This design comes from an exercise in tuning for small area on the open sky130 flow, not from production work.
In this exercise RTL edits were held to simulation tests only and were not proved equivalent to the original.
No run shown here takes its clock network from TritonCTS; it comes from the design's own scripts or RTL.
The clock port is modelled as an ideal driver, which makes a skipped or thinned clock tree look cheaper than it is; a real chip needs a root buffer or a tree.
Power is estimated from default activity; no workload was simulated.

$ cat flow/run.sh
#!/bin/bash
# Standard ORFS layout (the standard.sh) with changes that only affect
# how the layout is built:
#  - after floorplanning, every combinational cell is swapped for the
#    smallest cell of its family (downsize.tcl); the flow's timing repair
#    then sizes up only the cells that need it,
#  - port buffers use the smallest buffer cell,
#  - the clock tree is a balanced two-level tree of small clock buffers
#    (mycts.tcl, through ORFS's PRE_CTS_TCL hook) instead of TritonCTS's,
#  - after global routing, cells on paths with slack are downsized
#    (ORFS's power recovery step).
set -euo pipefail
here=$(pwd)
export BUFFER_PORTS_ARGS="-buffer_cell sky130_fd_sc_hd__buf_1"
export PRE_CTS_TCL=$here/flow/cts_hook.tcl
export MYCTS_DIR=$here/flow
export MYCTS_NX=3 MYCTS_NY=4
export MYCTS_LEAF=sky130_fd_sc_hd__clkbuf_4 MYCTS_ROOT=sky130_fd_sc_hd__clkbuf_4
export RECOVER_POWER=100
bash standard.sh floorplan > flow_make_floorplan.log 2>&1
res=$here/orfs/results/$FLOW_PLATFORM/cla64_reg/base
cp $res/2_floorplan.odb $res/2_floorplan_synth_sizes.odb
ODB_IN=$res/2_floorplan_synth_sizes.odb ODB_OUT=$res/2_floorplan.odb \
  openroad -no_init -exit flow/downsize.tcl > downsize.log 2>&1
bash standard.sh > flow_make.log 2>&1
$ cat flow/cts_hook.tcl
# PRE_CTS_TCL hook: build the clock tree with mycts.tcl instead of TritonCTS.
# The rest of ORFS's CTS step (timing repair, detailed placement) runs as usual.
source $::env(MYCTS_DIR)/mycts.tcl
rename clock_tree_synthesis tritoncts_clock_tree_synthesis
proc clock_tree_synthesis { args } {
  mycts_build
  set_propagated_clock [all_clocks]
}
$ cat flow/downsize.tcl
# Swap every combinational cell of the synthesized netlist for the smallest
# cell of its family (same function, lower drive strength), so that later
# timing repair sizes up only the cells that need it.
# usage: openroad -exit downsize.tcl   (env ODB_IN, ODB_OUT)
read_db $::env(ODB_IN)
set db [ord::get_db]
set block [ord::get_db_block]
array set best {}
foreach lib [$db getLibs] {
  foreach m [$lib getMasters] {
    set n [$m getName]
    if {![regexp {^(sky130_fd_sc_hd__[a-z0-9]+)_([0-9]+)$} $n -> base drive]} { continue }
    set a [expr {[$m getWidth] * [$m getHeight]}]
    if {![info exists best($base)] || $a < [lindex $best($base) 1]} {
      set best($base) [list $m $a]
    }
  }
}
set n 0
foreach inst [$block getInsts] {
  set m [$inst getMaster]
  set name [$m getName]
  if {![regexp {^(sky130_fd_sc_hd__[a-z0-9]+)_([0-9]+)$} $name -> base drive]} { continue }
  if {[string match "*df*" $base] || [string match "*clk*" $base] || [string match "*tap*" $base]} { continue }
  set a [expr {[$m getWidth] * [$m getHeight]}]
  set b $best($base)
  if {[lindex $b 1] < $a} {
    $inst swapMaster [lindex $b 0]
    incr n
  }
}
puts "downsize: swapped $n instances"
write_db $::env(ODB_OUT)
$ cat flow/mycts.tcl
# A small two-level clock tree, used in place of TritonCTS: the clock port
# drives one root clock buffer, which drives one leaf clock buffer per group
# of flip-flops; the flip-flops are split into groups by position (columns,
# then rows within a column).  Leaves sit at their group's centroid, the root
# at the centroid of the leaves.  Settings (environment):
#   MYCTS_NX, MYCTS_NY   groups across and up (default 2 x 2)
#   MYCTS_LEAF, MYCTS_ROOT  buffer cells
proc mycts_env { name default } {
  if { [info exists ::env($name)] && $::env($name) ne "" } { return $::env($name) }
  return $default
}

proc mycts_build { } {
  set nx [mycts_env MYCTS_NX 2]
  set ny [mycts_env MYCTS_NY 2]
  set leafm_name [mycts_env MYCTS_LEAF sky130_fd_sc_hd__clkbuf_8]
  set rootm_name [mycts_env MYCTS_ROOT sky130_fd_sc_hd__clkbuf_4]
  set db [ord::get_db]
  set block [ord::get_db_block]
  set leafm [$db findMaster $leafm_name]
  set rootm [$db findMaster $rootm_name]
  set clknet [$block findNet clk]
  set sinks {}
  foreach it [$clknet getITerms] {
    set inst [$it getInst]
    set loc [$inst getLocation]
    lappend sinks [list $it [lindex $loc 0] [lindex $loc 1]]
  }
  set n [llength $sinks]
  set sinks [lsort -integer -index 1 $sinks]
  set groups {}
  for { set cx 0 } { $cx < $nx } { incr cx } {
    set lo [expr { $cx * $n / $nx }]
    set hi [expr { ($cx + 1) * $n / $nx - 1 }]
    set col [lsort -integer -index 2 [lrange $sinks $lo $hi]]
    set m [llength $col]
    for { set cy 0 } { $cy < $ny } { incr cy } {
      set l2 [expr { $cy * $m / $ny }]
      set h2 [expr { ($cy + 1) * $m / $ny - 1 }]
      lappend groups [lrange $col $l2 $h2]
    }
  }
  # root buffer, fed by the clock port
  set root [odb::dbInst_create $block $rootm "mycts_root"]
  set rootnet [odb::dbNet_create $block "mycts_root_net"]
  $rootnet setSigType CLOCK
  [$root findITerm A] connect $clknet
  [$root findITerm X] connect $rootnet
  set sx 0; set sy 0; set k 0
  foreach g $groups {
    set gx 0; set gy 0
    foreach s $g { incr gx [lindex $s 1]; incr gy [lindex $s 2] }
    set gx [expr { $gx / [llength $g] }]
    set gy [expr { $gy / [llength $g] }]
    set leaf [odb::dbInst_create $block $leafm "mycts_leaf_$k"]
    set net [odb::dbNet_create $block "mycts_leaf_net_$k"]
    $net setSigType CLOCK
    [$leaf findITerm A] connect $rootnet
    [$leaf findITerm X] connect $net
    foreach s $g {
      set it [lindex $s 0]
      $it disconnect
      $it connect $net
    }
    $leaf setLocation $gx $gy
    $leaf setPlacementStatus PLACED
    incr sx $gx; incr sy $gy; incr k
  }
  $root setLocation [expr { $sx / $k }] [expr { $sy / $k }]
  $root setPlacementStatus PLACED
  $clknet setSigType CLOCK
  puts "mycts: $n sinks, $k leaf buffers ($leafm_name), root $rootm_name"
}
$ cat standard.sh
#!/bin/bash
# synth_recipe.tcl (not shown) runs the flow's synth.tcl, then flattens the netlist and writes it again
# the make line also repeats each setting of config.mk as NAME=value (left out here)
make -C /OpenROAD-flow-scripts/flow DESIGN_CONFIG=/design/flow/config.mk WORK_HOME=/design/flow/orfs CLKGATE_MAP_FILE= SYNTH_SCRIPT=/design/flow/synth_recipe.tcl "${@:-finish}"
$ cat config.mk
export PLATFORM = sky130hd
export DESIGN_NAME = cla64_reg
export DESIGN_NICKNAME = cla64_reg
export VERILOG_FILES = /design/flow/design.v
export SDC_FILE = /design/flow/constraint.sdc
export NUM_CORES = 4
export LEC_CHECK = 0
export ABC_CLOCK_PERIOD_IN_PS = 3000
export CAP_MARGIN = 20
export CORE_MARGIN = 2
export CORE_UTILIZATION = 60
export GPL_TIMING_DRIVEN = 1
export SLEW_MARGIN = 20
export SYNTH_HIERARCHICAL = 1
export SYNTH_MINIMUM_KEEP_SIZE = 0
$ cat constraint.sdc
create_clock -name core_clock -period 3.0 [get_ports {clk}]
set_input_delay 0.6000 -clock core_clock [delete_from_list [all_inputs] [get_ports {clk}]]
set_output_delay 0.6000 -clock core_clock [all_outputs]
set_load 0.01 [all_outputs]
$ cat design.v
module Carry_Look_Ahead_64bit(
	input	wire	[63:0]	A, B,
	input	wire		Cin,
	output	wire	[63:0]	S,
	output	wire		Cout
);
	wire	p0;
	wire	g0;
	wire	cn1;
	wire	pn1;
	wire	gn1;
	wire	c2;
	wire	p2;
	wire	g2;
	wire	cn3;
	wire	pn3;
	wire	gn3;
	wire	c4;
	wire	Cx1;
	wire	Cy1;
	wire	pn4;
	wire	gn4;
	wire	c5;
	wire	pn5;
	wire	gn5;
	wire	h1_2;
	wire	pp1_2;
	wire	cn6;
	wire	p6;
	wire	g6;
	wire	hn1_3;
	wire	ppn1_3;
	wire	c7;
	wire	pn7;
	wire	gn7;
	wire	h1_4;
	wire	pp1_4;
	wire	bc1n;
	wire	Cx2;
	wire	Cy2;
	wire	pn8;
	wire	gn8;
	wire	c9;
	wire	pn9;
	wire	gn9;
	wire	h2_2;
	wire	pp2_2;
	wire	cn10;
	wire	p10;
	wire	g10;
	wire	hn2_3;
	wire	ppn2_3;
	wire	c11;
	wire	pn11;
	wire	gn11;
	wire	h2_4;
	wire	pp2_4;
	wire	cn12;
	wire	p12;
	wire	g12;
	wire	hn2_5;
	wire	ppn2_5;
	wire	bc2;
	wire	Cx3;
	wire	Cy3;
	wire	pn13;
	wire	gn13;
	wire	c14;
	wire	pn14;
	wire	gn14;
	wire	h3_2;
	wire	pp3_2;
	wire	cn15;
	wire	p15;
	wire	g15;
	wire	hn3_3;
	wire	ppn3_3;
	wire	c16;
	wire	pn16;
	wire	gn16;
	wire	h3_4;
	wire	pp3_4;
	wire	cn17;
	wire	p17;
	wire	g17;
	wire	hn3_5;
	wire	ppn3_5;
	wire	c18;
	wire	pn18;
	wire	gn18;
	wire	h3_6;
	wire	pp3_6;
	wire	bc3n;
	wire	Cx4;
	wire	Cy4;
	wire	pn19;
	wire	gn19;
	wire	c20;
	wire	pn20;
	wire	gn20;
	wire	h4_2;
	wire	pp4_2;
	wire	cn21;
	wire	p21;
	wire	g21;
	wire	hn4_3;
	wire	ppn4_3;
	wire	c22;
	wire	pn22;
	wire	gn22;
	wire	h4_4;
	wire	pp4_4;
	wire	cn23;
	wire	p23;
	wire	g23;
	wire	hn4_5;
	wire	ppn4_5;
	wire	c24;
	wire	pn24;
	wire	gn24;
	wire	h4_6;
	wire	pp4_6;
	wire	cn25;
	wire	p25;
	wire	g25;
	wire	hn4_7;
	wire	ppn4_7;
	wire	bc4;
	wire	Cx5;
	wire	Cy5;
	wire	pn26;
	wire	gn26;
	wire	c27;
	wire	pn27;
	wire	gn27;
	wire	h5_2;
	wire	pp5_2;
	wire	cn28;
	wire	p28;
	wire	g28;
	wire	hn5_3;
	wire	ppn5_3;
	wire	c29;
	wire	pn29;
	wire	gn29;
	wire	h5_4;
	wire	pp5_4;
	wire	cn30;
	wire	p30;
	wire	g30;
	wire	hn5_5;
	wire	ppn5_5;
	wire	c31;
	wire	pn31;
	wire	gn31;
	wire	h5_6;
	wire	pp5_6;
	wire	cn32;
	wire	p32;
	wire	g32;
	wire	hn5_7;
	wire	ppn5_7;
	wire	c33;
	wire	pn33;
	wire	gn33;
	wire	h5_8;
	wire	pp5_8;
	wire	bc5n;
	wire	Cx6;
	wire	Cy6;
	wire	pn34;
	wire	gn34;
	wire	c35;
	wire	pn35;
	wire	gn35;
	wire	h6_2;
	wire	pp6_2;
	wire	cn36;
	wire	p36;
	wire	g36;
	wire	hn6_3;
	wire	ppn6_3;
	wire	c37;
	wire	pn37;
	wire	gn37;
	wire	h6_4;
	wire	pp6_4;
	wire	cn38;
	wire	p38;
	wire	g38;
	wire	hn6_5;
	wire	ppn6_5;
	wire	c39;
	wire	pn39;
	wire	gn39;
	wire	h6_6;
	wire	pp6_6;
	wire	cn40;
	wire	p40;
	wire	g40;
	wire	hn6_7;
	wire	ppn6_7;
	wire	c41;
	wire	pn41;
	wire	gn41;
	wire	h6_8;
	wire	pp6_8;
	wire	cn42;
	wire	p42;
	wire	g42;
	wire	hn6_9;
	wire	ppn6_9;
	wire	bc6;
	wire	Cx7;
	wire	Cy7;
	wire	pn43;
	wire	gn43;
	wire	c44;
	wire	pn44;
	wire	gn44;
	wire	h7_2;
	wire	pp7_2;
	wire	cn45;
	wire	p45;
	wire	g45;
	wire	hn7_3;
	wire	ppn7_3;
	wire	c46;
	wire	pn46;
	wire	gn46;
	wire	h7_4;
	wire	pp7_4;
	wire	cn47;
	wire	p47;
	wire	g47;
	wire	hn7_5;
	wire	ppn7_5;
	wire	c48;
	wire	pn48;
	wire	gn48;
	wire	h7_6;
	wire	pp7_6;
	wire	cn49;
	wire	p49;
	wire	g49;
	wire	hn7_7;
	wire	ppn7_7;
	wire	c50;
	wire	pn50;
	wire	gn50;
	wire	h7_8;
	wire	pp7_8;
	wire	cn51;
	wire	p51;
	wire	g51;
	wire	hn7_9;
	wire	ppn7_9;
	wire	c52;
	wire	pn52;
	wire	gn52;
	wire	h7_10;
	wire	pp7_10;
	wire	bc7n;
	wire	Cx8;
	wire	Cy8;
	wire	pn53;
	wire	gn53;
	wire	c54;
	wire	pn54;
	wire	gn54;
	wire	h8_2;
	wire	pp8_2;
	wire	cn55;
	wire	p55;
	wire	g55;
	wire	hn8_3;
	wire	ppn8_3;
	wire	c56;
	wire	pn56;
	wire	gn56;
	wire	h8_4;
	wire	pp8_4;
	wire	cn57;
	wire	p57;
	wire	g57;
	wire	hn8_5;
	wire	ppn8_5;
	wire	c58;
	wire	pn58;
	wire	gn58;
	wire	h8_6;
	wire	pp8_6;
	wire	cn59;
	wire	p59;
	wire	g59;
	wire	hn8_7;
	wire	ppn8_7;
	wire	c60;
	wire	pn60;
	wire	gn60;
	wire	h8_8;
	wire	pp8_8;
	wire	cn61;
	wire	p61;
	wire	g61;
	wire	hn8_9;
	wire	ppn8_9;
	wire	c62;
	wire	pn62;
	wire	gn62;
	wire	h8_10;
	wire	pp8_10;
	wire	cn63;
	wire	p63;
	wire	g63;
	wire	hn8_11;
	wire	ppn8_11;
	wire	bc8;
	ha_pg u1(.a(A[0]), .b(B[0]), .p(p0), .g(g0));
	xor2 u2(.a(p0), .b(Cin), .y(S[0]));
	aoi21 u3(.a1(p0), .a2(Cin), .b1(g0), .y(cn1));
	xnor2 u4(.a(A[1]), .b(B[1]), .y(pn1));
	nand2 u5(.a(A[1]), .b(B[1]), .y(gn1));
	xor2 u6(.a(pn1), .b(cn1), .y(S[1]));
	oai21 u7(.a1(pn1), .a2(cn1), .b1(gn1), .y(c2));
	ha_pg u8(.a(A[2]), .b(B[2]), .p(p2), .g(g2));
	xor2 u9(.a(p2), .b(c2), .y(S[2]));
	aoi21 u10(.a1(p2), .a2(c2), .b1(g2), .y(cn3));
	xnor2 u11(.a(A[3]), .b(B[3]), .y(pn3));
	nand2 u12(.a(A[3]), .b(B[3]), .y(gn3));
	xor2 u13(.a(pn3), .b(cn3), .y(S[3]));
	oai21 u14(.a1(pn3), .a2(cn3), .b1(gn3), .y(c4));
	inv u15(.a(c4), .y(Cx1));
	inv u16(.a(Cx1), .y(Cy1));
	xnor2 u17(.a(A[4]), .b(B[4]), .y(pn4));
	nand2 u18(.a(A[4]), .b(B[4]), .y(gn4));
	xnor2 u19(.a(pn4), .b(Cy1), .y(S[4]));
	oai21 u20(.a1(pn4), .a2(Cx1), .b1(gn4), .y(c5));
	xnor2 u21(.a(A[5]), .b(B[5]), .y(pn5));
	nand2 u22(.a(A[5]), .b(B[5]), .y(gn5));
	xnor2 u23(.a(pn5), .b(c5), .y(S[5]));
	oai21 u24(.a1(pn5), .a2(gn4), .b1(gn5), .y(h1_2));
	nor2 u25(.a(pn4), .b(pn5), .y(pp1_2));
	aoi21 u26(.a1(pp1_2), .a2(Cy1), .b1(h1_2), .y(cn6));
	ha_pg u27(.a(A[6]), .b(B[6]), .p(p6), .g(g6));
	xnor2 u28(.a(p6), .b(cn6), .y(S[6]));
	aoi21 u29(.a1(p6), .a2(h1_2), .b1(g6), .y(hn1_3));
	nand2 u30(.a(pp1_2), .b(p6), .y(ppn1_3));
	oai21 u31(.a1(ppn1_3), .a2(Cx1), .b1(hn1_3), .y(c7));
	xnor2 u32(.a(A[7]), .b(B[7]), .y(pn7));
	nand2 u33(.a(A[7]), .b(B[7]), .y(gn7));
	xnor2 u34(.a(pn7), .b(c7), .y(S[7]));
	oai21 u35(.a1(pn7), .a2(hn1_3), .b1(gn7), .y(h1_4));
	nor2 u36(.a(ppn1_3), .b(pn7), .y(pp1_4));
	aoi21 u37(.a1(pp1_4), .a2(c4), .b1(h1_4), .y(bc1n));
	inv u38(.a(bc1n), .y(Cx2));
	inv u39(.a(Cx2), .y(Cy2));
	xnor2 u40(.a(A[8]), .b(B[8]), .y(pn8));
	nand2 u41(.a(A[8]), .b(B[8]), .y(gn8));
	xnor2 u42(.a(pn8), .b(Cx2), .y(S[8]));
	oai21 u43(.a1(pn8), .a2(Cy2), .b1(gn8), .y(c9));
	xnor2 u44(.a(A[9]), .b(B[9]), .y(pn9));
	nand2 u45(.a(A[9]), .b(B[9]), .y(gn9));
	xnor2 u46(.a(pn9), .b(c9), .y(S[9]));
	oai21 u47(.a1(pn9), .a2(gn8), .b1(gn9), .y(h2_2));
	nor2 u48(.a(pn8), .b(pn9), .y(pp2_2));
	aoi21 u49(.a1(pp2_2), .a2(Cx2), .b1(h2_2), .y(cn10));
	ha_pg u50(.a(A[10]), .b(B[10]), .p(p10), .g(g10));
	xnor2 u51(.a(p10), .b(cn10), .y(S[10]));
	aoi21 u52(.a1(p10), .a2(h2_2), .b1(g10), .y(hn2_3));
	nand2 u53(.a(pp2_2), .b(p10), .y(ppn2_3));
	oai21 u54(.a1(ppn2_3), .a2(Cy2), .b1(hn2_3), .y(c11));
	xnor2 u55(.a(A[11]), .b(B[11]), .y(pn11));
	nand2 u56(.a(A[11]), .b(B[11]), .y(gn11));
	xnor2 u57(.a(pn11), .b(c11), .y(S[11]));
	oai21 u58(.a1(pn11), .a2(hn2_3), .b1(gn11), .y(h2_4));
	nor2 u59(.a(ppn2_3), .b(pn11), .y(pp2_4));
	aoi21 u60(.a1(pp2_4), .a2(Cx2), .b1(h2_4), .y(cn12));
	ha_pg u61(.a(A[12]), .b(B[12]), .p(p12), .g(g12));
	xnor2 u62(.a(p12), .b(cn12), .y(S[12]));
	aoi21 u63(.a1(p12), .a2(h2_4), .b1(g12), .y(hn2_5));
	nand2 u64(.a(pp2_4), .b(p12), .y(ppn2_5));
	oai21 u65(.a1(ppn2_5), .a2(bc1n), .b1(hn2_5), .y(bc2));
	inv u66(.a(bc2), .y(Cx3));
	inv u67(.a(Cx3), .y(Cy3));
	xnor2 u68(.a(A[13]), .b(B[13]), .y(pn13));
	nand2 u69(.a(A[13]), .b(B[13]), .y(gn13));
	xnor2 u70(.a(pn13), .b(Cy3), .y(S[13]));
	oai21 u71(.a1(pn13), .a2(Cx3), .b1(gn13), .y(c14));
	xnor2 u72(.a(A[14]), .b(B[14]), .y(pn14));
	nand2 u73(.a(A[14]), .b(B[14]), .y(gn14));
	xnor2 u74(.a(pn14), .b(c14), .y(S[14]));
	oai21 u75(.a1(pn14), .a2(gn13), .b1(gn14), .y(h3_2));
	nor2 u76(.a(pn13), .b(pn14), .y(pp3_2));
	aoi21 u77(.a1(pp3_2), .a2(Cy3), .b1(h3_2), .y(cn15));
	ha_pg u78(.a(A[15]), .b(B[15]), .p(p15), .g(g15));
	xnor2 u79(.a(p15), .b(cn15), .y(S[15]));
	aoi21 u80(.a1(p15), .a2(h3_2), .b1(g15), .y(hn3_3));
	nand2 u81(.a(pp3_2), .b(p15), .y(ppn3_3));
	oai21 u82(.a1(ppn3_3), .a2(Cx3), .b1(hn3_3), .y(c16));
	xnor2 u83(.a(A[16]), .b(B[16]), .y(pn16));
	nand2 u84(.a(A[16]), .b(B[16]), .y(gn16));
	xnor2 u85(.a(pn16), .b(c16), .y(S[16]));
	oai21 u86(.a1(pn16), .a2(hn3_3), .b1(gn16), .y(h3_4));
	nor2 u87(.a(ppn3_3), .b(pn16), .y(pp3_4));
	aoi21 u88(.a1(pp3_4), .a2(Cy3), .b1(h3_4), .y(cn17));
	ha_pg u89(.a(A[17]), .b(B[17]), .p(p17), .g(g17));
	xnor2 u90(.a(p17), .b(cn17), .y(S[17]));
	aoi21 u91(.a1(p17), .a2(h3_4), .b1(g17), .y(hn3_5));
	nand2 u92(.a(pp3_4), .b(p17), .y(ppn3_5));
	oai21 u93(.a1(ppn3_5), .a2(Cx3), .b1(hn3_5), .y(c18));
	xnor2 u94(.a(A[18]), .b(B[18]), .y(pn18));
	nand2 u95(.a(A[18]), .b(B[18]), .y(gn18));
	xnor2 u96(.a(pn18), .b(c18), .y(S[18]));
	oai21 u97(.a1(pn18), .a2(hn3_5), .b1(gn18), .y(h3_6));
	nor2 u98(.a(ppn3_5), .b(pn18), .y(pp3_6));
	aoi21 u99(.a1(pp3_6), .a2(bc2), .b1(h3_6), .y(bc3n));
	inv u100(.a(bc3n), .y(Cx4));
	inv u101(.a(Cx4), .y(Cy4));
	xnor2 u102(.a(A[19]), .b(B[19]), .y(pn19));
	nand2 u103(.a(A[19]), .b(B[19]), .y(gn19));
	xnor2 u104(.a(pn19), .b(Cx4), .y(S[19]));
	oai21 u105(.a1(pn19), .a2(Cy4), .b1(gn19), .y(c20));
	xnor2 u106(.a(A[20]), .b(B[20]), .y(pn20));
	nand2 u107(.a(A[20]), .b(B[20]), .y(gn20));
	xnor2 u108(.a(pn20), .b(c20), .y(S[20]));
	oai21 u109(.a1(pn20), .a2(gn19), .b1(gn20), .y(h4_2));
	nor2 u110(.a(pn19), .b(pn20), .y(pp4_2));
	aoi21 u111(.a1(pp4_2), .a2(Cx4), .b1(h4_2), .y(cn21));
	ha_pg u112(.a(A[21]), .b(B[21]), .p(p21), .g(g21));
	xnor2 u113(.a(p21), .b(cn21), .y(S[21]));
	aoi21 u114(.a1(p21), .a2(h4_2), .b1(g21), .y(hn4_3));
	nand2 u115(.a(pp4_2), .b(p21), .y(ppn4_3));
	oai21 u116(.a1(ppn4_3), .a2(Cy4), .b1(hn4_3), .y(c22));
	xnor2 u117(.a(A[22]), .b(B[22]), .y(pn22));
	nand2 u118(.a(A[22]), .b(B[22]), .y(gn22));
	xnor2 u119(.a(pn22), .b(c22), .y(S[22]));
	oai21 u120(.a1(pn22), .a2(hn4_3), .b1(gn22), .y(h4_4));
	nor2 u121(.a(ppn4_3), .b(pn22), .y(pp4_4));
	aoi21 u122(.a1(pp4_4), .a2(Cx4), .b1(h4_4), .y(cn23));
	ha_pg u123(.a(A[23]), .b(B[23]), .p(p23), .g(g23));
	xnor2 u124(.a(p23), .b(cn23), .y(S[23]));
	aoi21 u125(.a1(p23), .a2(h4_4), .b1(g23), .y(hn4_5));
	nand2 u126(.a(pp4_4), .b(p23), .y(ppn4_5));
	oai21 u127(.a1(ppn4_5), .a2(Cy4), .b1(hn4_5), .y(c24));
	xnor2 u128(.a(A[24]), .b(B[24]), .y(pn24));
	nand2 u129(.a(A[24]), .b(B[24]), .y(gn24));
	xnor2 u130(.a(pn24), .b(c24), .y(S[24]));
	oai21 u131(.a1(pn24), .a2(hn4_5), .b1(gn24), .y(h4_6));
	nor2 u132(.a(ppn4_5), .b(pn24), .y(pp4_6));
	aoi21 u133(.a1(pp4_6), .a2(Cx4), .b1(h4_6), .y(cn25));
	ha_pg u134(.a(A[25]), .b(B[25]), .p(p25), .g(g25));
	xnor2 u135(.a(p25), .b(cn25), .y(S[25]));
	aoi21 u136(.a1(p25), .a2(h4_6), .b1(g25), .y(hn4_7));
	nand2 u137(.a(pp4_6), .b(p25), .y(ppn4_7));
	oai21 u138(.a1(ppn4_7), .a2(bc3n), .b1(hn4_7), .y(bc4));
	inv u139(.a(bc4), .y(Cx5));
	inv u140(.a(Cx5), .y(Cy5));
	xnor2 u141(.a(A[26]), .b(B[26]), .y(pn26));
	nand2 u142(.a(A[26]), .b(B[26]), .y(gn26));
	xnor2 u143(.a(pn26), .b(Cy5), .y(S[26]));
	oai21 u144(.a1(pn26), .a2(Cx5), .b1(gn26), .y(c27));
	xnor2 u145(.a(A[27]), .b(B[27]), .y(pn27));
	nand2 u146(.a(A[27]), .b(B[27]), .y(gn27));
	xnor2 u147(.a(pn27), .b(c27), .y(S[27]));
	oai21 u148(.a1(pn27), .a2(gn26), .b1(gn27), .y(h5_2));
	nor2 u149(.a(pn26), .b(pn27), .y(pp5_2));
	aoi21 u150(.a1(pp5_2), .a2(Cy5), .b1(h5_2), .y(cn28));
	ha_pg u151(.a(A[28]), .b(B[28]), .p(p28), .g(g28));
	xnor2 u152(.a(p28), .b(cn28), .y(S[28]));
	aoi21 u153(.a1(p28), .a2(h5_2), .b1(g28), .y(hn5_3));
	nand2 u154(.a(pp5_2), .b(p28), .y(ppn5_3));
	oai21 u155(.a1(ppn5_3), .a2(Cx5), .b1(hn5_3), .y(c29));
	xnor2 u156(.a(A[29]), .b(B[29]), .y(pn29));
	nand2 u157(.a(A[29]), .b(B[29]), .y(gn29));
	xnor2 u158(.a(pn29), .b(c29), .y(S[29]));
	oai21 u159(.a1(pn29), .a2(hn5_3), .b1(gn29), .y(h5_4));
	nor2 u160(.a(ppn5_3), .b(pn29), .y(pp5_4));
	aoi21 u161(.a1(pp5_4), .a2(Cy5), .b1(h5_4), .y(cn30));
	ha_pg u162(.a(A[30]), .b(B[30]), .p(p30), .g(g30));
	xnor2 u163(.a(p30), .b(cn30), .y(S[30]));
	aoi21 u164(.a1(p30), .a2(h5_4), .b1(g30), .y(hn5_5));
	nand2 u165(.a(pp5_4), .b(p30), .y(ppn5_5));
	oai21 u166(.a1(ppn5_5), .a2(Cx5), .b1(hn5_5), .y(c31));
	xnor2 u167(.a(A[31]), .b(B[31]), .y(pn31));
	nand2 u168(.a(A[31]), .b(B[31]), .y(gn31));
	xnor2 u169(.a(pn31), .b(c31), .y(S[31]));
	oai21 u170(.a1(pn31), .a2(hn5_5), .b1(gn31), .y(h5_6));
	nor2 u171(.a(ppn5_5), .b(pn31), .y(pp5_6));
	aoi21 u172(.a1(pp5_6), .a2(Cy5), .b1(h5_6), .y(cn32));
	ha_pg u173(.a(A[32]), .b(B[32]), .p(p32), .g(g32));
	xnor2 u174(.a(p32), .b(cn32), .y(S[32]));
	aoi21 u175(.a1(p32), .a2(h5_6), .b1(g32), .y(hn5_7));
	nand2 u176(.a(pp5_6), .b(p32), .y(ppn5_7));
	oai21 u177(.a1(ppn5_7), .a2(Cx5), .b1(hn5_7), .y(c33));
	xnor2 u178(.a(A[33]), .b(B[33]), .y(pn33));
	nand2 u179(.a(A[33]), .b(B[33]), .y(gn33));
	xnor2 u180(.a(pn33), .b(c33), .y(S[33]));
	oai21 u181(.a1(pn33), .a2(hn5_7), .b1(gn33), .y(h5_8));
	nor2 u182(.a(ppn5_7), .b(pn33), .y(pp5_8));
	aoi21 u183(.a1(pp5_8), .a2(bc4), .b1(h5_8), .y(bc5n));
	inv u184(.a(bc5n), .y(Cx6));
	inv u185(.a(Cx6), .y(Cy6));
	xnor2 u186(.a(A[34]), .b(B[34]), .y(pn34));
	nand2 u187(.a(A[34]), .b(B[34]), .y(gn34));
	xnor2 u188(.a(pn34), .b(Cx6), .y(S[34]));
	oai21 u189(.a1(pn34), .a2(Cy6), .b1(gn34), .y(c35));
	xnor2 u190(.a(A[35]), .b(B[35]), .y(pn35));
	nand2 u191(.a(A[35]), .b(B[35]), .y(gn35));
	xnor2 u192(.a(pn35), .b(c35), .y(S[35]));
	oai21 u193(.a1(pn35), .a2(gn34), .b1(gn35), .y(h6_2));
	nor2 u194(.a(pn34), .b(pn35), .y(pp6_2));
	aoi21 u195(.a1(pp6_2), .a2(Cx6), .b1(h6_2), .y(cn36));
	ha_pg u196(.a(A[36]), .b(B[36]), .p(p36), .g(g36));
	xnor2 u197(.a(p36), .b(cn36), .y(S[36]));
	aoi21 u198(.a1(p36), .a2(h6_2), .b1(g36), .y(hn6_3));
	nand2 u199(.a(pp6_2), .b(p36), .y(ppn6_3));
	oai21 u200(.a1(ppn6_3), .a2(Cy6), .b1(hn6_3), .y(c37));
	xnor2 u201(.a(A[37]), .b(B[37]), .y(pn37));
	nand2 u202(.a(A[37]), .b(B[37]), .y(gn37));
	xnor2 u203(.a(pn37), .b(c37), .y(S[37]));
	oai21 u204(.a1(pn37), .a2(hn6_3), .b1(gn37), .y(h6_4));
	nor2 u205(.a(ppn6_3), .b(pn37), .y(pp6_4));
	aoi21 u206(.a1(pp6_4), .a2(Cx6), .b1(h6_4), .y(cn38));
	ha_pg u207(.a(A[38]), .b(B[38]), .p(p38), .g(g38));
	xnor2 u208(.a(p38), .b(cn38), .y(S[38]));
	aoi21 u209(.a1(p38), .a2(h6_4), .b1(g38), .y(hn6_5));
	nand2 u210(.a(pp6_4), .b(p38), .y(ppn6_5));
	oai21 u211(.a1(ppn6_5), .a2(Cy6), .b1(hn6_5), .y(c39));
	xnor2 u212(.a(A[39]), .b(B[39]), .y(pn39));
	nand2 u213(.a(A[39]), .b(B[39]), .y(gn39));
	xnor2 u214(.a(pn39), .b(c39), .y(S[39]));
	oai21 u215(.a1(pn39), .a2(hn6_5), .b1(gn39), .y(h6_6));
	nor2 u216(.a(ppn6_5), .b(pn39), .y(pp6_6));
	aoi21 u217(.a1(pp6_6), .a2(Cx6), .b1(h6_6), .y(cn40));
	ha_pg u218(.a(A[40]), .b(B[40]), .p(p40), .g(g40));
	xnor2 u219(.a(p40), .b(cn40), .y(S[40]));
	aoi21 u220(.a1(p40), .a2(h6_6), .b1(g40), .y(hn6_7));
	nand2 u221(.a(pp6_6), .b(p40), .y(ppn6_7));
	oai21 u222(.a1(ppn6_7), .a2(Cy6), .b1(hn6_7), .y(c41));
	xnor2 u223(.a(A[41]), .b(B[41]), .y(pn41));
	nand2 u224(.a(A[41]), .b(B[41]), .y(gn41));
	xnor2 u225(.a(pn41), .b(c41), .y(S[41]));
	oai21 u226(.a1(pn41), .a2(hn6_7), .b1(gn41), .y(h6_8));
	nor2 u227(.a(ppn6_7), .b(pn41), .y(pp6_8));
	aoi21 u228(.a1(pp6_8), .a2(Cx6), .b1(h6_8), .y(cn42));
	ha_pg u229(.a(A[42]), .b(B[42]), .p(p42), .g(g42));
	xnor2 u230(.a(p42), .b(cn42), .y(S[42]));
	aoi21 u231(.a1(p42), .a2(h6_8), .b1(g42), .y(hn6_9));
	nand2 u232(.a(pp6_8), .b(p42), .y(ppn6_9));
	oai21 u233(.a1(ppn6_9), .a2(bc5n), .b1(hn6_9), .y(bc6));
	inv u234(.a(bc6), .y(Cx7));
	inv u235(.a(Cx7), .y(Cy7));
	xnor2 u236(.a(A[43]), .b(B[43]), .y(pn43));
	nand2 u237(.a(A[43]), .b(B[43]), .y(gn43));
	xnor2 u238(.a(pn43), .b(Cy7), .y(S[43]));
	oai21 u239(.a1(pn43), .a2(Cx7), .b1(gn43), .y(c44));
	xnor2 u240(.a(A[44]), .b(B[44]), .y(pn44));
	nand2 u241(.a(A[44]), .b(B[44]), .y(gn44));
	xnor2 u242(.a(pn44), .b(c44), .y(S[44]));
	oai21 u243(.a1(pn44), .a2(gn43), .b1(gn44), .y(h7_2));
	nor2 u244(.a(pn43), .b(pn44), .y(pp7_2));
	aoi21 u245(.a1(pp7_2), .a2(Cy7), .b1(h7_2), .y(cn45));
	ha_pg u246(.a(A[45]), .b(B[45]), .p(p45), .g(g45));
	xnor2 u247(.a(p45), .b(cn45), .y(S[45]));
	aoi21 u248(.a1(p45), .a2(h7_2), .b1(g45), .y(hn7_3));
	nand2 u249(.a(pp7_2), .b(p45), .y(ppn7_3));
	oai21 u250(.a1(ppn7_3), .a2(Cx7), .b1(hn7_3), .y(c46));
	xnor2 u251(.a(A[46]), .b(B[46]), .y(pn46));
	nand2 u252(.a(A[46]), .b(B[46]), .y(gn46));
	xnor2 u253(.a(pn46), .b(c46), .y(S[46]));
	oai21 u254(.a1(pn46), .a2(hn7_3), .b1(gn46), .y(h7_4));
	nor2 u255(.a(ppn7_3), .b(pn46), .y(pp7_4));
	aoi21 u256(.a1(pp7_4), .a2(Cy7), .b1(h7_4), .y(cn47));
	ha_pg u257(.a(A[47]), .b(B[47]), .p(p47), .g(g47));
	xnor2 u258(.a(p47), .b(cn47), .y(S[47]));
	aoi21 u259(.a1(p47), .a2(h7_4), .b1(g47), .y(hn7_5));
	nand2 u260(.a(pp7_4), .b(p47), .y(ppn7_5));
	oai21 u261(.a1(ppn7_5), .a2(Cx7), .b1(hn7_5), .y(c48));
	xnor2 u262(.a(A[48]), .b(B[48]), .y(pn48));
	nand2 u263(.a(A[48]), .b(B[48]), .y(gn48));
	xnor2 u264(.a(pn48), .b(c48), .y(S[48]));
	oai21 u265(.a1(pn48), .a2(hn7_5), .b1(gn48), .y(h7_6));
	nor2 u266(.a(ppn7_5), .b(pn48), .y(pp7_6));
	aoi21 u267(.a1(pp7_6), .a2(Cy7), .b1(h7_6), .y(cn49));
	ha_pg u268(.a(A[49]), .b(B[49]), .p(p49), .g(g49));
	xnor2 u269(.a(p49), .b(cn49), .y(S[49]));
	aoi21 u270(.a1(p49), .a2(h7_6), .b1(g49), .y(hn7_7));
	nand2 u271(.a(pp7_6), .b(p49), .y(ppn7_7));
	oai21 u272(.a1(ppn7_7), .a2(Cx7), .b1(hn7_7), .y(c50));
	xnor2 u273(.a(A[50]), .b(B[50]), .y(pn50));
	nand2 u274(.a(A[50]), .b(B[50]), .y(gn50));
	xnor2 u275(.a(pn50), .b(c50), .y(S[50]));
	oai21 u276(.a1(pn50), .a2(hn7_7), .b1(gn50), .y(h7_8));
	nor2 u277(.a(ppn7_7), .b(pn50), .y(pp7_8));
	aoi21 u278(.a1(pp7_8), .a2(Cy7), .b1(h7_8), .y(cn51));
	ha_pg u279(.a(A[51]), .b(B[51]), .p(p51), .g(g51));
	xnor2 u280(.a(p51), .b(cn51), .y(S[51]));
	aoi21 u281(.a1(p51), .a2(h7_8), .b1(g51), .y(hn7_9));
	nand2 u282(.a(pp7_8), .b(p51), .y(ppn7_9));
	oai21 u283(.a1(ppn7_9), .a2(Cx7), .b1(hn7_9), .y(c52));
	xnor2 u284(.a(A[52]), .b(B[52]), .y(pn52));
	nand2 u285(.a(A[52]), .b(B[52]), .y(gn52));
	xnor2 u286(.a(pn52), .b(c52), .y(S[52]));
	oai21 u287(.a1(pn52), .a2(hn7_9), .b1(gn52), .y(h7_10));
	nor2 u288(.a(ppn7_9), .b(pn52), .y(pp7_10));
	aoi21 u289(.a1(pp7_10), .a2(bc6), .b1(h7_10), .y(bc7n));
	inv u290(.a(bc7n), .y(Cx8));
	inv u291(.a(Cx8), .y(Cy8));
	xnor2 u292(.a(A[53]), .b(B[53]), .y(pn53));
	nand2 u293(.a(A[53]), .b(B[53]), .y(gn53));
	xnor2 u294(.a(pn53), .b(Cx8), .y(S[53]));
	oai21 u295(.a1(pn53), .a2(Cy8), .b1(gn53), .y(c54));
	xnor2 u296(.a(A[54]), .b(B[54]), .y(pn54));
	nand2 u297(.a(A[54]), .b(B[54]), .y(gn54));
	xnor2 u298(.a(pn54), .b(c54), .y(S[54]));
	oai21 u299(.a1(pn54), .a2(gn53), .b1(gn54), .y(h8_2));
	nor2 u300(.a(pn53), .b(pn54), .y(pp8_2));
	aoi21 u301(.a1(pp8_2), .a2(Cx8), .b1(h8_2), .y(cn55));
	ha_pg u302(.a(A[55]), .b(B[55]), .p(p55), .g(g55));
	xnor2 u303(.a(p55), .b(cn55), .y(S[55]));
	aoi21 u304(.a1(p55), .a2(h8_2), .b1(g55), .y(hn8_3));
	nand2 u305(.a(pp8_2), .b(p55), .y(ppn8_3));
	oai21 u306(.a1(ppn8_3), .a2(Cy8), .b1(hn8_3), .y(c56));
	xnor2 u307(.a(A[56]), .b(B[56]), .y(pn56));
	nand2 u308(.a(A[56]), .b(B[56]), .y(gn56));
	xnor2 u309(.a(pn56), .b(c56), .y(S[56]));
	oai21 u310(.a1(pn56), .a2(hn8_3), .b1(gn56), .y(h8_4));
	nor2 u311(.a(ppn8_3), .b(pn56), .y(pp8_4));
	aoi21 u312(.a1(pp8_4), .a2(Cx8), .b1(h8_4), .y(cn57));
	ha_pg u313(.a(A[57]), .b(B[57]), .p(p57), .g(g57));
	xnor2 u314(.a(p57), .b(cn57), .y(S[57]));
	aoi21 u315(.a1(p57), .a2(h8_4), .b1(g57), .y(hn8_5));
	nand2 u316(.a(pp8_4), .b(p57), .y(ppn8_5));
	oai21 u317(.a1(ppn8_5), .a2(Cy8), .b1(hn8_5), .y(c58));
	xnor2 u318(.a(A[58]), .b(B[58]), .y(pn58));
	nand2 u319(.a(A[58]), .b(B[58]), .y(gn58));
	xnor2 u320(.a(pn58), .b(c58), .y(S[58]));
	oai21 u321(.a1(pn58), .a2(hn8_5), .b1(gn58), .y(h8_6));
	nor2 u322(.a(ppn8_5), .b(pn58), .y(pp8_6));
	aoi21 u323(.a1(pp8_6), .a2(Cx8), .b1(h8_6), .y(cn59));
	ha_pg u324(.a(A[59]), .b(B[59]), .p(p59), .g(g59));
	xnor2 u325(.a(p59), .b(cn59), .y(S[59]));
	aoi21 u326(.a1(p59), .a2(h8_6), .b1(g59), .y(hn8_7));
	nand2 u327(.a(pp8_6), .b(p59), .y(ppn8_7));
	oai21 u328(.a1(ppn8_7), .a2(Cy8), .b1(hn8_7), .y(c60));
	xnor2 u329(.a(A[60]), .b(B[60]), .y(pn60));
	nand2 u330(.a(A[60]), .b(B[60]), .y(gn60));
	xnor2 u331(.a(pn60), .b(c60), .y(S[60]));
	oai21 u332(.a1(pn60), .a2(hn8_7), .b1(gn60), .y(h8_8));
	nor2 u333(.a(ppn8_7), .b(pn60), .y(pp8_8));
	aoi21 u334(.a1(pp8_8), .a2(Cx8), .b1(h8_8), .y(cn61));
	ha_pg u335(.a(A[61]), .b(B[61]), .p(p61), .g(g61));
	xnor2 u336(.a(p61), .b(cn61), .y(S[61]));
	aoi21 u337(.a1(p61), .a2(h8_8), .b1(g61), .y(hn8_9));
	nand2 u338(.a(pp8_8), .b(p61), .y(ppn8_9));
	oai21 u339(.a1(ppn8_9), .a2(Cy8), .b1(hn8_9), .y(c62));
	xnor2 u340(.a(A[62]), .b(B[62]), .y(pn62));
	nand2 u341(.a(A[62]), .b(B[62]), .y(gn62));
	xnor2 u342(.a(pn62), .b(c62), .y(S[62]));
	oai21 u343(.a1(pn62), .a2(hn8_9), .b1(gn62), .y(h8_10));
	nor2 u344(.a(ppn8_9), .b(pn62), .y(pp8_10));
	aoi21 u345(.a1(pp8_10), .a2(Cx8), .b1(h8_10), .y(cn63));
	ha_pg u346(.a(A[63]), .b(B[63]), .p(p63), .g(g63));
	xnor2 u347(.a(p63), .b(cn63), .y(S[63]));
	aoi21 u348(.a1(p63), .a2(h8_10), .b1(g63), .y(hn8_11));
	nand2 u349(.a(pp8_10), .b(p63), .y(ppn8_11));
	oai21 u350(.a1(ppn8_11), .a2(bc7n), .b1(hn8_11), .y(bc8));
	assign Cout = bc8;
endmodule
module ha_pg(input wire a, input wire b, output wire p, output wire g);
	assign p = a ^ b;
	assign g = a & b;
endmodule
module xor2(input wire a, input wire b, output wire y);
	assign y = a ^ b;
endmodule
module xnor2(input wire a, input wire b, output wire y);
	assign y = ~(a ^ b);
endmodule
module nand2(input wire a, input wire b, output wire y);
	assign y = ~(a & b);
endmodule
module nor2(input wire a, input wire b, output wire y);
	assign y = ~(a | b);
endmodule
module inv(input wire a, output wire y);
	assign y = ~a;
endmodule
module aoi21(input wire a1, input wire a2, input wire b1, output wire y);
	assign y = ~(a1 & a2 | b1);
endmodule
module oai21(input wire a1, input wire a2, input wire b1, output wire y);
	assign y = ~((a1 | a2) & b1);
endmodule
module cla64_reg(
	input	wire		clk,
	input	wire	[63:0]	A,
	input	wire	[63:0]	B,
	input	wire		Cin,
	output	reg	[63:0]	S,
	output	reg		Cout
);
	wire	[64:0]	sum;
	reg	[64:0]	sum_r;
Carry_Look_Ahead_64bit u_add(.A(A), .B(B), .Cin(Cin), .S(sum[63:0]), .Cout(sum[64]));
always @(posedge clk) begin
	sum_r <= sum;
	{Cout, S} <= sum_r;
end
endmodule
==> run_results.csv, run 1 <==
group,metric,value,unit
sta,skew,15.8,ps
critical_path,endpoint_kind,"flip-flop",
die,num_io_pins,195,
placed_design,place.gp.congestion,0.864,
cells_and_area,area_delta_synth_final,20.8,%
grt,overflow,0,
routing,wl,9.48,mm
cells_and_area,diodes,0,
critical_path,crit_type,"in2reg",
routing,drtPass1Iterations,5,
logic_synthesis,synth.area.top_cells,"dfxtp_1 52%, xnor2_1 17%, a21oi_2 9.5%",
routing,drt-initial-drc-count,61,
sta,finalCritPeriodShare,92.9,%
routing,vias,3969,
worst_hold_path,hold_path.class,"reg2reg",
clocking,postCtsSetupBuffers,0,
routing,ant_nets,0,
die,die_h,95.3,um
flow_run,drv_cap,0,
cells_and_area,regArea,2600,sq um
clocking,clkLatencyLatePin,480,ps
grt,grt_pass1_wl,14.8,mm
die,fp.coreArea,8130,sq um
grt,antenna_found_initial,0,
pwr,power_leakage,0.00238,uW
sta,setup_viol,0,
grt,grt_pass1_vias,3693,
routing,drt-vias-per-instance,4.79,
critical_path,path_max_fanout,4,
cells_and_area,multi_input_area,2150,sq um
sta,max_freq,359,MHz
sta,max_slew_margin,74.2,%
die,row_count,33,
placed_design,dp_hpwl,7.82,mm
logic_synthesis,synth_largest_area_cell,"dfxtp_1",
logic_synthesis,netlist_instances,480,
sta,rsz0062_at_grt,"no",
logic_synthesis,ys_ff_latch,130,
logic_synthesis,synth.distinct_cells,9,
logic_synthesis,syn-mean-instance-area,10.4,sq um
placed_design,place_area,5930,sq um
cells_and_area,final_common_cell,"buf_1",
pwr,ir_drop,0.419,mV
logic_synthesis,syn_area,5000,sq um
sta,timing.final.hold_violations,0,
logic_synthesis,ys_seq_area_share,52.0,%
logic_synthesis,ys_warn_count,7,
cells_and_area,fin_util,74.3,%
die,initial_utilization,61.5,%
placed_design,io_buffers,194,
routing,post-route-drc-count,0,
sta,finalWorstSetupSlack,214,ps
critical_path,worstSetupStartpointType,"input port",
sta,worst_pin_slew,384,ps
critical_path,crit_arrival,3150,ps
cells_and_area,fillers,632,
sta,finalMaxSlewViolations,0,
die,die-area,9080,sq um
grt,grt_max_degree,13,
status,run_status,"finished clean",
cells_and_area,drive_above_1_share,7.61,%
cells_and_area,final_cell_mix,"194 x buf_1, 130 x dfxtp_1, 98 x xnor2_1, 62 x nand2_1, 51 x a21oi_1",
critical_path,required,3370,ps
logic_synthesis,synthesis.nets,636,
routing,wl_per_cell,11.5,um
cells_and_area,final_cell_area,6040,sq um
sta,period_needed,2790,ps
clocking,path_clk_slew,110,ps
logic_synthesis,synth.top_cell.area_share,52.0,%
die,fp.dieW,95.3,um
cells_and_area,nNetsFinal,881,
pwr,power_density,629,nW/um^2
placed_design,detailedPlace.worstSlack,-499,ps
grt,grt_usage,19.9,%
[Yosys cell counts, drive strengths merged]
| cell type | number |
|---|---|
| nor2 | 28 |
| nand2 | 62 |
| dfxtp | 130 |
| ha | 26 |
| a21oi | 54 |
| o21ai | 62 |
| xnor2 | 98 |
| inv | 16 |
| xor2 | 4 |
[Yosys stat by module, one instance, submodules excluded, a selection]
module	flops+latches	cell area (sq um)	copies in the design
cla64_reg	130	2600	1
xor2	0	8.76	4
nor2	0	3.75	28
oai21	0	5.00	62
nand2	0	3.75	62
xnor2	0	8.76	98
[area by class of cell]
cell class                      count  area share (%)
Sequential cell                   130            43.1
Inverter                           16           0.994
Tap cell                          105            2.17
Timing Repair Buffer              230            16.5
Multi-Input combinational cell    334            35.6
Buffer                             13            1.62
[worst paths after layout]
check / start / endpoint / slack [ps] / depth (start not counted)
hold reg to reg: sum_r[17] / S[17] / 330 / 0
hold / removal: sum_r[17] / S[17] / 330 / 0
setup reg to reg: sum_r[16] / S[16] / 2570 / 0
setup / recovery: A[0] / sum_r[50] / 210 / 17
[what timing repair did]
action,in CTS,in global routing
endpoints found under the setup margin,1,12
resized for setup,1,6
gates cloned,0,0
hold buffers,0,0
[worst max-delay path, stage by stage]
cell	delay, ps
buf_1	70
ha_1	290
a21oi_1	80
o21ai_1	180
a21oi_1	110
o21ai_1	240
a21oi_2	110
o21ai_1	200
a21oi_1	120
o21ai_1	230
a21oi_2	100
o21ai_2	190
buf_4	130
inv_1	50
buf_4	140
o21ai_0	210
xnor2_1	100
[per-layer routing]
layer | wire length, um | track usage [%] | part of all wire, %
met3 | 887 | 5.06 | 9.4
met1 | 3690 | 22.0 | 39
met4 | 340 | 7.00 | 3.6
met2 | 4570 | 36.6 | 48
met5 | 0 | 0 | 0
[power by group]
group          switching [uW]  internal (uW)
sequential               90.7           2120
clock                     476            200
combinational             507            405
[cell families after synthesis]
logic type,synth area share [%]
buf+inv,1.20
fa+ha+maj,6.50
compound gates,15.7
xor+xnor,17.9
flops,52.0
simple gates,6.75
[per-stage QoR]
step	total power [uW]	setup TNS (ps)	hold WS, ps	std cells
final	3800	0	329	828
after global routing	4040	0	331	828
after CTS	3840	0	333	828
after global placement	3130	-5500	310	815
after floorplan	2830	0	310	480
after detailed placement	3170	-8840	312	815
[registers in the layout, indices dropped and copies added, names as in the netlist]
name / flops
Cout: 1
S: 64
sum_r: 65
==> run 2, diff against run 1 <==
--- a/config.mk
+++ b/config.mk
@@ -10,5 +10,6 @@
 export CORE_MARGIN = 2
 export CORE_UTILIZATION = 60
-export GPL_TIMING_DRIVEN = 1
+export GPL_TIMING_DRIVEN = 0
+export PLACE_DENSITY = 0.8
 export SLEW_MARGIN = 20
 export SYNTH_HIERARCHICAL = 1
==> run 2 against run 1 <==
Routed wire length increased by 0.64%. Area after synthesis did not move. Register-to-register slack about the same. Sequential power hardly changed. Global-route usage fell by 0.050 points. Sequential share of layout area rose by 1.8 points. Setup slack better by 71 ps. Critical path type unchanged.
==> run_results.csv, run 2 <==
group,metric,value,unit
cells_and_area,nNetsFinal,845,
die,die-area,9080,sq um
cells_and_area,diodes,0,
critical_path,crit_type,"in2reg",
cells_and_area,multi_input_area,2170,sq um
sta,hold_ws,321,ps
sta,period_needed,2710,ps
cells_and_area,fin_util,71.2,%
logic_synthesis,synth_top_cells_by_count,"130 x dfxtp_1, 98 x xnor2_1, 62 x nand2_1, 62 x o21ai_1, 54 x a21oi_2",
sta,worst_pin_slew,364,ps
grt,grt_max_degree,13,
sta,timing.final.hold_violations,0,
critical_path,crit_arrival,3090,ps
sta,setup_viol,0,
critical_path,reg2reg_depth,0,
cells_and_area,regArea,2600,sq um
grt,grt_pass1_vias,3576,
logic_synthesis,async_flop_share,0,%
placed_design,place.gp.congestion,0.947,
logic_synthesis,syn-mean-instance-area,10.4,sq um
cells_and_area,area_delta_synth_final,15.8,%
die,initial_utilization,61.5,%
logic_synthesis,synthesis.nets,636,
critical_path,regToRegStartpoint,"sum_r[21]",
grt,grt_pass1_wl,14.7,mm
logic_synthesis,synth.top_cell.area_share,52.0,%
worst_hold_path,hold_end,"S[17]",
logic_synthesis,post-synth-top-count-cell,"dfxtp_1",
routing,drt-initial-drc-count,88,
critical_path,required,3370,ps
worst_hold_path,hold_depth,0,
die,row_count,33,
logic_synthesis,synth_ff_type,"dfxtp_1",
die,num_io_pins,195,
logic_synthesis,netlist_instances,480,
die,fp.dieW,95.3,um
clocking,postCtsSetupBuffers,0,
die,fp.coreArea,8130,sq um
sta,max_freq,368,MHz
sta,rsz0062_at_grt,"no",
pwr,power_leakage,0.00221,uW
pwr,power_density,646,nW/um^2
grt,overflow,0,
cells_and_area,largest_reg_flops,65,
routing,ant_nets,0,
sta,finalCritPeriodShare,90.5,%
sta,fin_tns_setup,0,ps
logic_synthesis,synth.area.top_cells,"dfxtp_1 52%, xnor2_1 17%, a21oi_2 9.5%",
grt,grt_usage,19.8,%
routing,wl,9.54,mm
worst_hold_path,hold_path.class,"reg2reg",
clocking,path_clk_slew,110,ps
cells_and_area,regMostFlops,"sum_r",
routing,drtPass1Iterations,4,
logic_synthesis,ys_warn_count,7,
worst_hold_path,hold_start,"sum_r[17]",
routing,vias,3839,
pwr,ir_drop,0.407,mV
critical_path,worstSetupStartpointType,"input port",
critical_path,r2r_end,"S[21]",
logic_synthesis,syn_area,5000,sq um
sta,max_slew_margin,75.5,%
routing,wl_per_cell,12.1,um
grt,antenna_found_initial,0,
logic_synthesis,synth_edf_count,0,
sta,skew,13.2,ps
cells_and_area,fillers,645,
routing,post-route-drc-count,0,
placed_design,dp_hpwl,7.79,mm
placed_design,io_buffers,194,
die,die_h,95.3,um
logic_synthesis,ys_seq_area_share,52.0,%
cells_and_area,drive_above_1_share,3.64,%
cells_and_area,final_cell_mix,"194 x buf_1, 130 x dfxtp_1, 98 x xnor2_1, 62 x nand2_1, 58 x o21ai_1",
critical_path,path_max_fanout,7,
critical_path,timing.reg2reg.setup_slack,2580,ps
critical_path,endpoint_kind,"flip-flop",
status,run_status,"finished clean",
sta,finalMaxSlewViolations,0,
logic_synthesis,synth_largest_area_cell,"dfxtp_1",
routing,drt-vias-per-instance,4.85,
logic_synthesis,ys_ff_latch,130,
logic_synthesis,synth.distinct_cells,9,
pwr,power,3740,uW
clocking,clkLatencyLatePin,490,ps
cells_and_area,final_common_cell,"buf_1",
flow_run,drv_cap,0,
## run 2: logic make-up (layout without fill, tap and decap cells)
family	after synthesis	count (layout)	synth area share, %
AND/OR/NAND/NOR	90	90	6.75
AO/OA/AOI/OAI	116	116	15.7
adder cells (fa/ha/maj)	26	26	6.50
flip-flops	130	130	52.0
XOR/XNOR	102	102	17.9
buffers and inverters	16	223	1.20
## run 2: modules after synthesis, one instance, submodules excluded, a selection
| module | area [sq um] | cells | flip-flops and latches |
|---|---|---|---|
| oai21 | 5.00 | 1 | 0 |
| xor2 | 8.76 | 1 | 0 |
| xnor2 | 8.76 | 1 | 0 |
| ha_pg | 12.5 | 1 | 0 |
| cla64_reg | 2600 | 130 | 130 |
| inv | 3.75 | 1 | 0 |
| nand2 | 3.75 | 1 | 0 |
## run 2: layout make-up
cell class,instances,area share (%)
well taps,105,2.27
repair buffers,194,12.6
flip-flops and latches,130,44.9
plain buffers,13,1.68
inverters,16,1.04
multi-input cells,334,37.5
## run 2: repair_timing
action	in CTS	in global routing
endpoints found under the hold margin	0	0
pin swaps	0	1
gates cloned	0	0
endpoints found under the setup margin	5	20
hold buffers	0	0
gates resized for setup	3	8
## run 2: per-layer routing
metal  vias up  global-route usage (%)  routed length (um)
li1       2002                       -                   -
met5         -                       0                   0
met4         0                    6.76                 327
met3        31                    4.27                 781
met2       133                    37.7                4710
met1      1673                    21.5                3730
## run 2: how the worst max path moves through the flow
stage,end,start
floorplan,sum_r[54],A[0]
global placement,sum_r[58],A[0]
detailed placement,sum_r[60],A[0]
CTS,sum_r[58],B[0]
global route,sum_r[62],B[0]
finish,sum_r[62],A[0]
## run 2: through the flow
step / instances / setup WS (ps) / cell area (sq um)
after floorplan: 480 / 93.5 / 5000
after global placement: 779 / -622 / 5660
after detailed placement: 779 / -653 / 5660
after CTS: 792 / 31.8 / 5770
after global routing: 792 / 15.9 / 5790
final: 792 / 286 / 5790
## run 2: critical path: stages
cell	delay (ps)
buf_1	70
ha_1	330
a21oi_2	200
o21ai_2	100
a21oi_2	190
o21ai_2	100
a21oi_2	210
o21ai_2	110
a21oi_2	160
o21ai_1	130
a21oi_2	170
o21ai_2	100
a21oi_2	160
inv_2	100
inv_2	110
o21ai_1	90
xnor2_1	140
## run 2: power breakdown
part           internal [uW]  total (uW)  switching [uW]
combinational            353         862             509
clock                    200         674             474
sequential              2120        2210            84.9
==> run 3, diff against run 2 <==
--- a/config.mk
+++ b/config.mk
@@ -11,5 +11,4 @@
 export CORE_UTILIZATION = 60
 export GPL_TIMING_DRIVEN = 0
-export PLACE_DENSITY = 0.8
 export SLEW_MARGIN = 20
 export SYNTH_HIERARCHICAL = 1
==> run 3 against run 2 <==
Final cell count stayed put. Area after synthesis unchanged. Routed wire length shrank 5.2%. Setup slack worse by 50 ps. First-iteration DRC count fell by 40%. Sequential share of layout area hardly changed. Combinational power down 1%. Hold slack better by 10 ps. Critical path type unchanged.
==> run_results.csv, run 3 <==
group,metric,value,unit
status,run_status,"finished clean",
logic_synthesis,synth_top_family_by_area,"XOR/XNOR gates",
critical_path,regToRegStartpoint,"sum_r[64]",
logic_synthesis,synth-compound-area-share,15.7,%
logic_synthesis,synthAdderAreaFrac,6.50,%
critical_path,required,3410,ps
die,num_io_pins,195,
cells_and_area,final_common_cell,"buf_1",
sta,max_slew_margin,75.2,%
logic_synthesis,synthSimpleGateAreaFrac,6.75,%
grt,use_met3,5.45,%
placed_design,dp_hpwl,7.47,mm
routing,drt-vias-per-instance,4.77,
sta,finalMaxSlewViolations,0,
logic_synthesis,synth.area.top_cells,"dfxtp_1 52%, xnor2_1 17%, a21oi_2 9.5%",
sta,worst_pin_slew,369,ps
critical_path,path_max_fanout,7,
sta,skew,5.01,ps
clocking,path_clk_slew,110,ps
critical_path,timing.reg2reg.setup_slack,2590,ps
cells_and_area,fillers,666,
critical_path,timing.critical_path.to,"sum_r[54]",
logic_synthesis,ys_warn_count,7,
routing,wl,9.05,mm
pwr,power_leakage,0.00221,uW
grt,grt.busiest_layer,"met2",
logic_synthesis,synth_edf_count,0,
cells_and_area,layout.cells.non_filler,792,
sta,setup_viol,0,
grt,grt_max_degree,13,
worst_hold_path,hold_path.class,"reg2reg",
die,fp.coreArea,8130,sq um
sta,fin_tns_setup,0,ps
critical_path,cp-startpoint,"A[0]",
logic_synthesis,synth_ff_type,"dfxtp_1",
grt,overflow,0,
grt,grt_usage,18.6,%
logic_synthesis,post-synth-top-count-cell,"dfxtp_1",
cells_and_area,largest_reg_flops,65,
critical_path,endpoint_kind,"flip-flop",
logic_synthesis,syn_area,5000,sq um
routing,vias,3780,
die,die-area,9080,sq um
logic_synthesis,synth.distinct_cells,9,
clocking,clkLatencyLatePin,480,ps
sta,finalCritPeriodShare,92.1,%
grt,grt_pass1_wl,13.7,mm
clocking,postCtsSetupBuffers,0,
logic_synthesis,synth_top_cells_by_count,"130 x dfxtp_1, 98 x xnor2_1, 62 x nand2_1, 62 x o21ai_1, 54 x a21oi_2",
cells_and_area,nNetsFinal,845,
cells_and_area,final_cell_mix,"194 x buf_1, 130 x dfxtp_1, 98 x xnor2_1, 62 x nand2_1, 55 x o21ai_1",
logic_synthesis,syn-mean-instance-area,10.4,sq um
grt,antenna_found_initial,0,
grt,met1_usage,19.7,%
logic_synthesis,synthXorXnorAreaFrac,17.9,%
cells_and_area,area_delta_synth_final,15.8,%
sta,max_freq,362,MHz
routing,ant_nets,0,
die,initial_utilization,61.5,%
sta,rsz0062_at_grt,"no",
cells_and_area,fin_util,71.2,%
cells_and_area,drive_above_1_share,3.49,%
die,fp.dieW,95.3,um
logic_synthesis,synth.top_cell.area_share,52.0,%
cells_and_area,diodes,0,
critical_path,r2r_end,"Cout",
grt,grt.met2_usage,35.8,%
pwr,power_density,642,nW/um^2
die,row_count,33,
routing,post-route-drc-count,0,
placed_design,dp.cells,779,
sta,timing.final.hold_violations,0,
cells_and_area,regMostFlops,"sum_r",
logic_synthesis,ys_seq_area_share,52.0,%
logic_synthesis,synthMuxAreaShare,0,%
critical_path,crit_arrival,3180,ps
routing,wl_per_cell,11.4,um
placed_design,io_buffers,194,
routing,drtPass1Iterations,4,
routing,drt-initial-drc-count,53,
logic_synthesis,async_flop_share,0,%
logic_synthesis,ys_ff_latch,130,
die,die_h,95.3,um
critical_path,reg2reg_depth,0,
flow_run,drv_cap,0,
logic_synthesis,synthesis.nets,636,
pwr,power,3720,uW
logic_synthesis,netlist_instances,480,
logic_synthesis,synth_largest_area_cell,"dfxtp_1",
critical_path,worstSetupStartpointType,"input port",
sta,period_needed,2760,ps
grt,grt_pass1_vias,3406,
pwr,ir_drop,0.346,mV
worst_hold_path,hold_start,"sum_r[29]",
critical_path,crit_type,"in2reg",
placed_design,place.gp.congestion,0.806,
==> run 3: area by class of cell <==
type                            instances  area (sq um)  share of cell area [%]
Sequential cell                       130          2600                    44.9
Multi-Input combinational cell        334          2170                    37.5
Timing Repair Buffer                  194           728                    12.6
Tap cell                              105           131                    2.27
Buffer                                 13          97.6                    1.69
Inverter                               16          60.1                    1.04
==> run 3: cell families after synthesis <==
logic type      after synthesis
compound gates              116
fa+ha+maj                    26
flops                       130
xor+xnor                    102
simple gates                 90
buf+inv                      16
==> run 3: critical path: stages <==
cell     delay (ps)
buf_1            80
ha_1            320
a21oi_2          80
o21ai_1         220
a21oi_2         100
o21ai_1         240
a21oi_2         110
o21ai_2         200
a21oi_2          90
o21ai_2         200
a21oi_2          90
o21ai_2         210
a21oi_2          90
inv_2           150
inv_2           100
o21ai_1         170
xnor2_1         130
==> run 3: metal layers <==
metal  routed length (um)  share of wire, %  vias to the layer above
met1                 3530                39                     1643
met2                 4470                49                      115
li1                     -                 -                     2008
met3                  891               9.8                       14
met5                    0                 0                        -
met4                  154               1.7                        0
==> run 3: report_power, final <==
group | switching, uW | internal, uW
sequential | 83.2 | 2120
combinational | 498 | 352
clock | 467 | 200
total | 1050 | 2670
==> run 3: timing repair <==
item / in CTS / in global routing
resized for setup: 3 / 7
endpoints found under the setup margin: 5 / 25
hold buffers: 0 / 0
==> run 3: how the worst min path moves through the flow <==
stage	depth (start not counted)	endpoint
finish	0	S[29]
global route	0	S[49]
CTS	2	sum_r[0]
floorplan	0	Cout
detailed placement	0	S[42]
global placement	0	S[6]
==> run 3: metrics by stage <==
stage	cell area [sq um]	hold WS [ps]	setup slack, ps
final	5790	332	236
after global placement	5660	310	-629
after floorplan	5000	310	93.5
after CTS	5760	304	49.3
after global routing	5790	341	3.85
after detailed placement	5660	312	-635
==> run 3: per-module statistics from Yosys (local to each module, per instance), excerpt <==
module / flip-flops and latches / cell area [sq um] / cells
xor2: 0 / 8.76 / 1
nor2: 0 / 3.75 / 1
cla64_reg: 130 / 2600 / 130
oai21: 0 / 5.00 / 1
inv: 0 / 3.75 / 1
ha_pg: 0 / 12.5 / 1
xnor2: 0 / 8.76 / 1
aoi21: 0 / 8.76 / 1
nand2: 0 / 3.75 / 1

-- what the ideal ports hide --
The results above use ideal ports. As a check the final layouts listed here were re-extracted and re-timed, cells and wires unchanged.
Step 1 assumes that a clkbuf_16 drives the clock port and a buf_2 every other input.
Step 2 moves the port delays by t, midway between the first and last clock arrival at a register: inputs arrive t later, outputs are due t later. That takes back most of the time a late clock gives input paths.
Slacks: ideal ports / drivers / drivers and shift; pairs: ideal ports / drivers.
| run | t (ns) | slack for setup (ns) | slew at the worst register clock pin (ns) |
|---|---|---|---|
| run 1 | 0.504 | 0.214 / 0.225 / -0.278 | 0.11 / 0.11 |
| run 2 | 0.516 | 0.286 / 0.294 / -0.221 | 0.11 / 0.11 |
| run 3 | 0.504 | 0.236 / 0.237 / -0.267 | 0.11 / 0.11 |
With both steps, setup timing fails in every run listed, where it was met with ideal ports. For run 2, which loses most, drivers alone change the setup slack by +0.008 ns; drivers and shift together by -0.507 ns.
